This design comes from an exercise in tuning for small area on the open sky130 flow, not from production work. RTL that was checked went through simulation tests only; none was proved equivalent to the original.

==> wip/juniper <==
## sdr_ctrl
module sdr_ctrl(
	input  wire clk,
	input  wire rst,
	input  wire        uart_rx,
	output wire        uart_tx,
	input  wire        stream_rx,
	output wire [31:0] fm_freq,
	output wire [31:0] am_freq,
	output wire [1:0]  chanel_am_fm,
	output wire        led1,
	output wire        z,
	output wire [31:0] sample_code,
	output wire [18:0] sram_a,
	output wire [15:0] sram_dout,
	input  wire [15:0] sram_din,
	output wire        sram_ce0,
	output wire        sram_we,
	output wire        sram_lb,
	output wire        sram_oe,
	output wire        sram_ub,
	input  wire        MISO_AT45,
	output wire        MOSI_AT45,
	output wire        SCLK_AT45,
	output wire        CS_AT45,
	input  wire [7:0]  flash_din,
	output wire        flash_fifo_rd,
	output wire        flash_write
);
==> module upr_at45db321, before the edit <==
module upr_at45db321 (
	input  wire rst,
	input  wire clk,
	input  wire [3:0] command,
	input  wire en,
	input  wire [23:0] adr_data,
	input  wire [7:0] data_in,
	output wire [22:0] data_out,     
	output reg  fifo_rd,
	output reg  wr,
	output reg  bufer_full,
	output reg  flash_write,
	input  wire pause,
	output reg  MOSI,
	output reg  CS_AT45,
	output wire SCLK,
	input  wire MISO
);
localparam K_NONE = 4'd0, K_9F = 4'd1, K_C7 = 4'd2, K_81 = 4'd3, K_D7 = 4'd4, K_E8 = 4'd5,
           K_D4 = 4'd6, K_D6 = 4'd7, K_83 = 4'd8, K_86 = 4'd9, K_84 = 4'd10, K_87 = 4'd11,
           K_82 = 4'd12, K_85 = 4'd13;
reg [3:0] sch_tick;
reg reg_SCLK;
reg [1:0] step;
reg [2:0] status;
reg [7:0] data_mosi;
reg [22:0] read_data0;
reg [22:0] read_data1;
reg [5:0] E;
reg [9:0] sch_byte;
localparam [9:0] BYTE_END = 10'h190;
assign data_out = read_data1;
assign SCLK = !CS_AT45 ? reg_SCLK : 1'b0;
always @(posedge clk)
	if (rst) begin
		sch_tick <= 0;
		reg_SCLK <= 0;
	end else if (sch_tick != 4'd9) sch_tick <= sch_tick + 1'd1;
	else begin
		sch_tick <= 0;
		reg_SCLK <= ~reg_SCLK;
	end
wire edge_ = (sch_tick == 4'd1) && !reg_SCLK;
localparam [127:0] CBYTES = 128'h00_9f_c7_81_d7_e8_d4_d6_83_86_84_87_82_85_00_00;
wire [7:0] cbyte = CBYTES[8*(15 - command) +: 8];
wire [23:0] tail = (command == K_9F || command == K_D7) ? 24'h000000 :
                   (command == K_C7) ? 24'h94809a : adr_data;
wire [31:0] word = {cbyte, tail};
wire wbit = E[5] ? 1'b0 : word[~E[4:0]];
always @(posedge clk)
	if (rst) begin
		step <= 0;
		CS_AT45 <= 1;
		MOSI <= 1;
		wr <= 0;
		status <= 0;
		fifo_rd <= 0;
		flash_write <= 0;
		bufer_full <= 0;
	end else if (en) begin
		fifo_rd <= 0;
		step <= 2'd1;
		status <= 0;
		CS_AT45 <= 1;
		MOSI <= 1;
		wr <= 0;
		read_data0 <= 0;
		data_mosi <= data_in;
		sch_byte <= 0;
	end else if (step == 2'd1) begin
		step <= 2'd2;
		E <= 0;
		case (command)
			K_9F: begin status <= 3'd1; flash_write <= 0; end
			K_C7, K_81: status <= 3'd0;
			K_D7, K_83, K_86: status <= 3'd1;
			K_E8, K_D4, K_D6: status <= 3'd2;
			K_84, K_87, K_82, K_85: status <= 3'd3;
			default: E <= 6'd32;      
		endcase
	end else if (status == 3'd0) begin
		if (step == 2'd2) begin
			if (!E[5]) begin
				if (edge_) begin
					CS_AT45 <= 0;
					MOSI <= wbit;
					E <= E + 1'd1;
				end
			end else begin
				step <= 2'd3;
				CS_AT45 <= 1;
				MOSI <= 1;
			end
		end
	end else if (status == 3'd1) begin
		if (step == 2'd2) begin
			if (!E[5]) begin
				if (edge_) begin
					CS_AT45 <= 0;
					MOSI <= wbit;
					E <= E + 1'd1;
					if (E >= 6'd9) read_data0 <= {read_data0[21:0], MISO};
				end
			end else begin
				step <= 2'd3;
				CS_AT45 <= 1;
				MOSI <= 1;
				read_data1 <= read_data0;
				wr <= 1;
			end
		end else wr <= 0;
	end else if (!pause) begin
		if (status == 3'd2) begin
			if (step == 2'd2) begin
				if (edge_) begin
					CS_AT45 <= 0;
					MOSI <= wbit;
					E <= (E == 6'd39) ? 6'd32 : E + 1'd1;
					read_data0 <= {15'd0, read_data0[6:0], MISO};
					if (!CS_AT45 && E[2:0] == 3'd0) begin
						read_data1 <= {15'd0, read_data0[7:0]};
						wr <= 1;
					end
				end else wr <= 0;
			end
		end else if (status == 3'd3) begin
			flash_write <= 1;
			if (step == 2'd2) begin
				if (!E[5]) begin
					if (edge_) begin
						CS_AT45 <= 0;
						MOSI <= wbit;
						E <= E + 1'd1;
					end
				end else if (edge_) begin
					MOSI <= data_mosi[7];
					data_mosi <= data_mosi << 1;
					if (E[2:0] != 3'd7) E <= E + 1'd1;
					else begin
						E <= 6'd32;
						data_mosi <= data_in;
						fifo_rd <= 1;
						if (sch_byte != BYTE_END) sch_byte <= {sch_byte[8:0], ~(sch_byte[9] ^ sch_byte[6])};
						else begin
							status <= 3'd4;
							bufer_full <= 1;
						end
					end
				end else fifo_rd <= 0;
			end
		end else if (status == 3'd4) begin
			bufer_full <= 0;
			status <= 0;
			step <= 0;
			CS_AT45 <= 1;
			MOSI <= 1;
		end
	end
endmodule
==> flow/config.mk <==
export PLATFORM = sky130hd
export DESIGN_NAME = sdr_ctrl
export DESIGN_NICKNAME = sdr_ctrl
export VERILOG_FILES = /design/flow/design.v
export SDC_FILE = /design/flow/constraint.sdc
export NUM_CORES = 4
export LEC_CHECK = 0
export ABC_AREA = 1
export CAP_MARGIN = 20
export CORE_MARGIN = 2
export CORE_UTILIZATION = 40
export SLEW_MARGIN = 20
==> flow/constraint.sdc <==
create_clock -name core_clock -period 10.0 [get_ports {clk}]
set_input_delay 2.0000 -clock core_clock [delete_from_list [all_inputs] [get_ports {clk}]]
set_output_delay 2.0000 -clock core_clock [all_outputs]
set_load 0.01 [all_outputs]
standard.sh (not shown) runs the stock make flow with config.mk's settings and CLKGATE_MAP_FILE= SYNTH_SCRIPT=/design/flow/synth_recipe.tcl, a recipe that flattens the netlist after the stock synthesis.
==> flow/flow/run.sh <==
#!/bin/bash
# The standard layout (standard.sh) with these changes:
#  - synthesis maps logic with flow/area.abc (two rounds of strash; dc2;
#    dch -f; amap) instead of ORFS's abc script, and leaves adders to abc
#    (ADDER_MAP_FILE empty). Registers are mapped before abc, untouched;
#  - port buffers are sky130_fd_sc_hd__buf_1;
#  - clock tree synthesis uses CTS_ARGS below (clkbuf_8, no dummy loads).
# Every tool writes its log under orfs/logs as in the standard flow; this
# script's own output and make's go to run_sh.log.
set -euo pipefail
exec > run_sh.log 2>&1
W=$(pwd)
{
  echo 'proc abc {args} {'
  echo '  set i [lsearch -exact $args -script]'
  echo "  if { \$i >= 0 } { lset args [expr {\$i + 1}] $W/flow/area.abc }"
  echo '  yosys abc {*}$args'
  echo '}'
  cat synth_recipe.tcl
} > my_synth.tcl
sed -e "s#SYNTH_SCRIPT=[^ ]*synth_recipe.tcl#SYNTH_SCRIPT=$W/my_synth.tcl ADDER_MAP_FILE=#" standard.sh > my_standard.sh
grep -q "SYNTH_SCRIPT=$W/my_synth.tcl ADDER_MAP_FILE=" my_standard.sh
export BUFFER_PORTS_ARGS="-buffer_cell sky130_fd_sc_hd__buf_1"
export CTS_ARGS="-sink_clustering_enable -repair_clock_nets -dont_use_dummy_load -buf_list sky130_fd_sc_hd__clkbuf_8 -sink_clustering_size 18 -sink_clustering_max_diameter 60"
bash my_standard.sh
==> flow/flow/area.abc <==
strash
dc2
dch -f
amap
strash
dc2
dch -f
amap
==> wip/cedar (differences from wip/juniper) <==
--- a/flow/design.v
+++ b/flow/design.v
@@ -540,7 +540,6 @@
 		CS_AT45 <= 1;
 		MOSI <= 1;
 		wr <= 0;
-		read_data0 <= 0;
 		data_mosi <= data_in;
 		sch_byte <= 0;
 	end else if (step == 2'd1) begin
==> results.tsv <==
metric	value	unit
status	no timing/DRC/antenna violations	
crit_buf_inv	7	
use_met1	0.281	
buffer_area_frac	0.0316	
layoutNonFillerInstCount	3838	
fin_nets	3014	
dr_wl_met3	4420	um
synth_fp_nets	2759	
p_comb	388	uW
# the run above: wip/juniper

==> results.tsv <==
metric	value	unit
status	no timing/DRC/antenna violations	
p_comb	356	uW
buffer_area_frac	0.0298	
synth_fp_nets	2762	
fin_nets	3010	
p_int	3310	uW
place_ws	5160	ps
whs	387	ps
htree_levels	2	
crit_buf_inv	3	
layout_setup_ws	5280	ps
# the run above: wip/cedar

For wip/cedar, only the layout was checked, not whether the RTL still works.

afterwards: timing with drivers on the ports:
The flow's constraints put no driver on any port. The routed layouts listed below were extracted and timed again, unchanged, in two steps.
Step 1 (the two cells are an assumption about what drives the block):
set clk [get_ports {clk}]
set_driving_cell -lib_cell sky130_fd_sc_hd__clkbuf_16 $clk
set_driving_cell -lib_cell sky130_fd_sc_hd__buf_2 [delete_from_list [all_inputs] $clk]
Step 2, shift: input delay + t, output delay - t, t = (earliest + latest rising clock arrival at the registers) / 2. This alone moves slack from input paths to output paths.
Three values: no drivers, after step 1, after step 2; two values: the first two.
run | t (ns) | setup WS [ns] | worst hold slack (ns) | worst setup path after step 2
wip/juniper | 0.718 | 5.691 / 5.683 / 5.423 | 0.393 / 0.393 / 0.393 | input to register
wip/cedar | 0.707 | 5.278 / 5.278 / 5.131 | 0.387 / 0.387 / 0.387 | input to register
After both steps every run listed still meets setup and hold. The setup slack of wip/juniper, which loses most, moves by -0.008 ns with the drivers and by -0.268 ns with both steps.
